From an optimization exercise on the open Yosys and OpenROAD flow, aimed at small area; shortcuts taken in it are not production practice. In this exercise RTL edits were held to simulation tests only and were not proved equivalent to the original.

Design tamagotchi_top, start of the top module:
module tamagotchi_top (
    input        clk,
    input        reset,        
    input        btn_salud,    
    input        btn_ali,      
    input        btn_reset,    
    input        btn_test,     
    input        ult,          
    input        gyro,         
    output       rs,
    output       rw,
    output       enable,
    output [7:0] data,
    output [6:0] seg_display,
    output       clk_out,
    output       an,
    output       tstled
);
Settings: LEC_CHECK=0, ABC_AREA=1, CAP_MARGIN=20, CORE_MARGIN=2, CORE_UTILIZATION=40, SLEW_MARGIN=20; clock period 10.0 ns.
standard.sh (not shown) runs the stock make flow with config.mk's settings and CLKGATE_MAP_FILE= SYNTH_SCRIPT=/design/flow/synth_recipe.tcl, a recipe that flattens the netlist after the stock synthesis.
==> flow/flow/run.sh <==
#!/bin/bash
# Layout: the standard ORFS flow, with three changes:
#  1. after the standard synthesis, the combinational logic between the
#     registers is re-optimised and re-mapped with Yosys/ABC (&deepsyn, then
#     amap); the registers (names and cells) are left exactly as the standard
#     synthesis made them, and the new netlist is used only if Yosys proves
#     it equivalent to the standard one (otherwise the standard one is kept);
#  2. the port buffers are buf_1 cells;
#  3. the clock tree is built of clkbuf_8 cells, without dummy loads.
# Each tool writes its full output to a log here: synth.log, remap.log,
# equiv.log, flow.log, and ORFS's per-step logs under orfs/logs/.
set -euo pipefail
W=$(pwd)
YOSYS=$FLOW_HOME/../tools/install/yosys/bin/yosys
LIB=$FLOW_HOME/platforms/sky130hd/lib/sky130_fd_sc_hd__tt_025C_1v80.lib
R=$W/orfs/results/sky130hd/tamagotchi_top/base

bash standard.sh synth > synth.log 2>&1
cp $R/1_2_yosys.v $W/std_netlist.v

printf 'strash\n&get -n\n&deepsyn -T 90\n&put\ndch -f\namap\n' > $W/remap.abc
DU="-dont_use *probe* -dont_use *lpflow* -dont_use *clkbuf* -dont_use *dly* -dont_use *buf_* -dont_use *sdf* -dont_use *edf* -dont_use *df* -dont_use *dl*"
if $YOSYS -l remap.log -p "read_liberty -ignore_miss_func -ignore_miss_dir $LIB; \
    blackbox sky130_fd_sc_hd__dfxtp_1 sky130_fd_sc_hd__dfxtp_2 sky130_fd_sc_hd__dfxtp_4 sky130_fd_sc_hd__edfxtp_1 sky130_fd_sc_hd__conb_1; \
    read_verilog $W/std_netlist.v; hierarchy -top $FLOW_TOP; flatten; opt -purge; \
    abc -liberty $LIB $DU -script $W/remap.abc; opt_clean -purge; \
    hilomap -singleton -hicell sky130_fd_sc_hd__conb_1 HI -locell sky130_fd_sc_hd__conb_1 LO; \
    insbuf -buf sky130_fd_sc_hd__buf_1 A X; splitnets; opt_clean -purge; \
    write_verilog -noattr -noexpr -nohex -nodec $W/remap_netlist.v" > /dev/null 2>&1 \
  && $YOSYS -l equiv.log -p "read_liberty -ignore_miss_func -ignore_miss_dir $LIB; \
    read_verilog $W/std_netlist.v; rename $FLOW_TOP gold; read_verilog $W/remap_netlist.v; rename $FLOW_TOP gate; \
    flatten gold gate; techmap; opt_clean; async2sync; equiv_make gold gate eq; hierarchy -top eq; \
    equiv_simple -seq 2; equiv_induct -seq 2; equiv_status -assert" > /dev/null 2>&1 \
  && ! grep -q "assign" $W/remap_netlist.v
then
  echo "remapped netlist used" > remap_result.txt
  cp $W/remap_netlist.v $R/1_2_yosys.v
  rm -f $R/1_synth.odb $R/1_synth.sdc
else
  echo "standard netlist kept" > remap_result.txt
fi

bash standard.sh \
  "BUFFER_PORTS_ARGS=-buffer_cell sky130_fd_sc_hd__buf_1" \
  "CTS_ARGS=-sink_clustering_enable -repair_clock_nets -buf_list sky130_fd_sc_hd__clkbuf_8 -root_buf sky130_fd_sc_hd__clkbuf_8 -sink_clustering_size 20 -sink_clustering_max_diameter 60 -dont_use_dummy_load" \
  finish > flow.log 2>&1
Edit:
--- a/flow/flow/run.sh
+++ b/flow/flow/run.sh
@@ -27,2 +27,2 @@
-    hilomap -singleton -hicell sky130_fd_sc_hd__conb_1 HI -locell sky130_fd_sc_hd__conb_1 LO; \
-    insbuf -buf sky130_fd_sc_hd__buf_1 A X; splitnets; opt_clean -purge; \
+    hilomap -hicell sky130_fd_sc_hd__conb_1 HI -locell sky130_fd_sc_hd__conb_1 LO; \
+    splitnets; opt_clean -purge; \
Result: Global-route usage came out lower by 3.3 points. Critical path depth came out higher by 1. Final cell count came out higher by 26%. Design area came out higher by 19%. Non-clock buffer count came out lower by 2.

what the ideal ports hide:
The results above use ideal ports. As a check the final layouts listed here were re-extracted and re-timed, cells and wires unchanged. Step 1: set_driving_cell puts a clkbuf_16 on clk and a buf_2 on each other input, an assumption about the parent block. Step 2 times the ports against the registers' clock, not the clock port: input delays grow and output delays shrink by t, the midpoint of the rising clock arrivals with the driver on. Three values: ideal, step 1, step 2; two values: the first two.
| run | t (ns) | slack for setup (ns) | worst setup path at the end | clock arrival spread, ns |
|---|---|---|---|---|
| the first run | 0.398 | 3.382 / 3.341 / 3.740 | register to output | 0.051 / 0.051 |
| the second run | 0.410 | 4.331 / 4.292 / 4.702 | register to output | 0.040 / 0.040 |
After both steps every run listed still meets setup and hold.
